Context: an optimization exercise on an open-source flow, tuned for small area. The choices shown serve that exercise and are no tape-out recipe. In this exercise RTL edits were held to simulation tests only and were not proved equivalent to the original.

[flow/config.mk]
export PLATFORM = sky130hd
export DESIGN_NAME = fir_filter
export DESIGN_NICKNAME = fir_filter
export VERILOG_FILES = /design/flow/design.v
export SDC_FILE = /design/flow/constraint.sdc
export NUM_CORES = 8
export LEC_CHECK = 0
export CAP_MARGIN = 35
export CORE_MARGIN = 2
export CORE_UTILIZATION = 40
export SLEW_MARGIN = 35
[flow/constraint.sdc]
create_clock -name core_clock -period 10.0 [get_ports {fir_clk}]
set_input_delay 2.0000 -clock core_clock [delete_from_list [all_inputs] [get_ports {fir_clk}]]
set_output_delay 2.0000 -clock core_clock [all_outputs]
set_load 0.01 [all_outputs]
[flow/design.v]
`timescale 1ns / 1ps
module fir_filter #(
    parameter INPUT_WIDTH = 30,
    parameter INPUT_FRACTION_BITS = INPUT_WIDTH - 3,  
    parameter TAPS_WIDTH = 16,  
    parameter TAPS_FRACTIONAL_BITS = TAPS_WIDTH - 0,
    parameter TAPS_COUNT = 40,  
    parameter ADDITIONAL_MULTIPLIER_BITS = 5,
    parameter ADDITIONAL_ADDER_BITS = 5
) (
    input fir_clk,
    input rst_active_low,
    input signed [INPUT_WIDTH-1:0] data_in,
    output signed [INPUT_WIDTH+TAPS_WIDTH+$clog2(TAPS_COUNT)+ADDITIONAL_MULTIPLIER_BITS+ADDITIONAL_ADDER_BITS-1:0] data_out
);
reg signed [INPUT_WIDTH-1:0] initial_delay;
localparam MULTIPLIER_WIDTH = INPUT_WIDTH+TAPS_WIDTH+ADDITIONAL_MULTIPLIER_BITS;
reg signed [MULTIPLIER_WIDTH-1:0] multiplier_delay [0:TAPS_COUNT-1];
localparam ADDER_WIDTH = MULTIPLIER_WIDTH+$clog2(TAPS_COUNT)+ADDITIONAL_ADDER_BITS;
reg signed [ADDER_WIDTH-1:0] adder_delay [0:TAPS_COUNT-2];
reg signed [TAPS_WIDTH-1:0] coefficient_values [0:TAPS_COUNT-1];
integer idx;
initial begin
    $readmemh("fir_values.mem", coefficient_values);
end
always @(posedge fir_clk) begin
initial_delay <= data_in;
for (idx = 0; idx < TAPS_COUNT; idx = idx + 1) begin
    multiplier_delay[idx] <= $signed(initial_delay) * $signed(coefficient_values[idx]);  
end
adder_delay[0] <= {{(ADDER_WIDTH-MULTIPLIER_WIDTH){multiplier_delay[0][MULTIPLIER_WIDTH-1]}}, multiplier_delay[0]} + {{(ADDER_WIDTH-MULTIPLIER_WIDTH){multiplier_delay[1][MULTIPLIER_WIDTH-1]}}, multiplier_delay[1]};
	for (idx = 1; idx < TAPS_COUNT - 1; idx = idx + 1) begin
		adder_delay[idx] <= $signed(adder_delay[idx-1]) + $signed({{(ADDER_WIDTH-MULTIPLIER_WIDTH){multiplier_delay[idx+1][MULTIPLIER_WIDTH-1]}}, multiplier_delay[idx+1]});
	end
end
assign data_out = adder_delay[TAPS_COUNT-2];
endmodule
[flow/fir_values.mem]
00F7
010A
0141
019B
0215
02AE
035F
0426
04FD
05DE
06C3
07A7
0883
0953
0A10
0AB5
0B3F
0BAA
0BF2
0C17
0C17
0BF2
0BAA
0B3F
0AB5
0A10
0953
0883
07A7
06C3
05DE
04FD
0426
035F
02AE
0215
019B
0141
010A
00F7
[flow/run.sh]
#!/bin/bash
# synth_recipe.tcl (not shown) runs the flow's synth.tcl, then flattens the netlist and writes it again
# the make line also repeats each setting of config.mk as NAME=value (left out here)
make -C /OpenROAD-flow-scripts/flow DESIGN_CONFIG=/design/flow/config.mk WORK_HOME=/design/flow/orfs CLKGATE_MAP_FILE= SYNTH_SCRIPT=/design/flow/synth_recipe.tcl finish
==> metrics.md <==
| Metric | Value |
|---|---|
| Outcome | no timing/DRC/antenna violations |
| Commonest non-fill, non-tap cell in the layout | ha_1 |
| Worst hold stages | 0 |
| Worst path slowest cell | dfxtp_2 |
| Clk slew on worst S/H paths | 0.08 ns |
| Number of synthesized flops with an enable pin | 0 |
| Slew @ Worst Pin | 1.17 ns |
| Post-route ant nets | 0 |
| Mapped Cells | 34400 |
| Worst Reg-to-Reg Cells | 24 |
| Wire length per cell | 33.5 µm |
| Initial Util | 40.2% |
| Crit path buf inv count | 7 |
| Root buffer cell | clkbuf_16 |
| Share of cells above drive strength 1 | a little under 5% |
| Family with the most delay on the worst path | adder cells |
| Main synth FF type | dfxtp_1 |
| Flop2flop setup slack | 1.27 ns |
| Hold_buf cts | 0 |
| Clock Latency Late Sink | 1.13 ns |
| Fmax | 0.115 GHz |
| Most frequent cells in the layout | ha_1, inv_1, a21oi_1, dfxtp_1, fa_1 |
| Worst slew margin | 21.5% |
| 1st-iter DRT viols | 27000 |
| Seq/Total Area, Yosys | 21.5% |
| Critical R2R Capture | multiplier_delay[9][43] |
| Vias in the first global route | 260000 |
| Fin. max-slew vios | 0 |
| CORE AREA | 755000 µm² |
| Setup TNS | 0 ns |
| Fin. Hold Viols | 0 |
| Max H-tree Level | 5 |
| Crit path max fanout | 18 |
| Critical Path RT | 10.98 ns |
| Syn Area/Cell | 8.82 µm² |
| Synth Cell Area | 303000 µm² |
| Via count | between 200k and 300k |
| Final Skew | 0.0692 ns |
| Largest net degree at the start of global routing | 58 |
| Post-DP HPWL | 1310000 µm |
| Tmin final | 8.73 ns |
| CTS sink count | 3260 |
| Core Rows | ~320 |
| Number of gates resized after cts | 0 |
| RSZ-0062 raised after global routing | false |
| Top Usage Layer GRT | met2 |
| # setup viols final | 0 |
| Place WS | 1.56 ns |
| DIE HEIGHT | a little under 900 µm |
| Routability-driven placement congestion ratio | around 1.1 |
| Flops & latches, synth | 3260 |
| Total Wirelength | 1520000 µm |
| Worst r2r src | initial_delay[12] |
| Clock tree buffer depth | 4 |
| Final nets | just over 40000 |
| Crit-path cells | buf_4, ha_1, fa_1, inv_1, fa_1, fa_1, inv_1, fa_1, inv_1, fa_1, inv_1, ha_1, a2111o_1, a31oi_1, nor3b_1, buf_4, o31ai_1, a31o_2, o21ai_0, a221oi_1, o21ai_1, buf_4, nand2_1, mux2i_1 |
| Die ar. | 765000 µm² |
| Antenna violations before repair | 272 |
| TritonCTS Buffers | 403 |
| First-pass iteration count of the detailed router | 6 |
| Worst Setup Slack, final | 1.27 ns |
| Worst setup EP type | flop |
| Min-delay src | adder_delay[19][0] |
| Post CTS Setup Buffer Count | 0 |
| Setup crit start kind | flop |
| Synth warn | 3 |
| Syn nets | between 40000 and 50000 |
| Netlist cell types | 105 |
| First-pass GRT wire length | 2060000 µm |
| Vias/cell | 5.89 |
| FFs w/ async S/R, synth | 0% |
| Worst path most repeated cell | fa_1 |
| Post-route DRC | 0 |
| M3 GR Usage | 10.1% |
| Max incr delay on CP | 0.78 ns |
| CP arrival | 9.71 ns |
| Max_cap viols | 0 |
| Met1 GRT Util | 50.5% |
| Crit path from | initial_delay[12] |
| Hold path endpoint | adder_delay[20][0] |
| Die Span X | roughly 870 µm |
| I/O pin total | 94 |
| CTS tree | done |
| Worst Path Class, Setup | flop to flop |
| IO Port Bufs | a little over 90 |
| GR Util met2 | approximately 58% |
| Part of the cycle the worst path needs | 87.3% |
| Syn-to-layout area delta | 10.2% |
| Worst min path class | flop to flop |
| Total Routing Usage GR | a little under two fifths |
| Grt total ovfl | 0 |
cells in the mapped netlist, drive strengths merged (132+ instances only):
master	instances	area, µm²
ha	4577	57300
inv	3977	14900
a21oi	3278	16400
dfxtp	3260	65300
fa	2050	41000
nand2	1951	7320
a21o	1947	14600
xnor2	1915	16800
o21ai	1739	8710
nor2	1660	6230
xor2	1038	9090
clkbuf	895	3360
nand4	666	4170
o21bai	558	4190
nand3	546	2730
nor3	371	1860
a31oi	360	2250
nor2b	360	2250
o21a	339	2540
nand2b	316	1980
and3	273	1710
a211oi	202	1520
o31ai	186	1470
and2	161	1010
a21boi	132	991
stage by stage:
step	util (%)	cells	hold slack (ns)	instance area, µm²
3_5_place_dp	42.2	44100	0.313	318000
3_3_place_gp	42.1	44100	0.314	318000
2_1_floorplan	-	34400	0.310	303000
5_1_grt	44.2	45100	0.342	334000
4_1_cts	44.1	44900	0.326	333000
6_report	44.3	45300	0.325	334000
logic make-up after synthesis:
logic type | count (synthesis) | share of synthesized area, %
compound gates | 9798 | 20.5
simple gates | 6826 | 10.9
fa+ha+maj | 6627 | 32.4
buf+inv | 4902 | 6.07
flops | 3260 | 21.5
xor+xnor | 2953 | 8.53
mux | 21 | 0.0709
how the worst max path moves through the flow:
stage,end,slack [ns],depth (start not counted)
after floorplan,multiplier_delay[9][43],0.78,20
after global placement,multiplier_delay[9][45],1.54,24
after detailed placement,multiplier_delay[9][43],1.56,24
after CTS,multiplier_delay[9][43],1.49,24
after global routing,multiplier_delay[9][43],1.23,24
final,multiplier_delay[9][43],1.27,24
layout make-up:
type | count | area, µm²
flip-flops and latches | 3260 | 65400
clock buffers | 485 | 10900
clock inverters | 269 | 3920
repair buffers | 571 | 4550
well taps | 10100 | 12700
inverters | 3978 | 14900
multi-input cells | 26200 | 221000
fillers | 75400 | 421000
diodes | 373 | 933
flip-flops by register name, summed over array words and instances, names as in the netlist:
signal	cells
adder_delay	2389
initial_delay	30
multiplier_delay	841
worst register-to-register path, delay by kind of cell (launching register included):
kind	cells	cell delay (ns)
DFF	1	0.78
buffers and inverters	7	1.31
and+or+nand+nor	2	0.28
adders and majority gates	7	3.63
muxes	1	0.20
AOI/OAI and AO/OA	7	2.41
layer usage:
layer / up-vias / wire length (µm)
met3: 2300 / 142000
met5: - / 647
li1: 120000 / -
met1: 132000 / 640000
met2: 11600 / 639000
met4: 104 / 95600

[static timing again, ports no longer ideal]
No port has a modelled driver above. Below, the same layout with a new extraction and two added sets of constraints.
Step 1, drivers: a clkbuf_16 drives fir_clk and a buf_2 each remaining input, both assumed.
Step 2 times the ports against the registers' clock, not the clock port: input delays grow and output delays shrink by t, the midpoint of the rising clock arrivals with the driver on.
a / b / c = ideal / step 1 / step 2; a / b = the first two.
t, ns: 1.249
slack for setup (ns): 1.270 / 1.270 / 1.270
worst hold slack (ns): 0.325 / 0.325 / 0.325
latest minus earliest clock arrival (ns): 0.080 / 0.080
worst data-port slew with drivers (ns): 0.21
After both steps setup and hold are still met in this run. For this run, drivers alone change the setup slack by 0.000 ns; drivers and shift together by 0.000 ns.
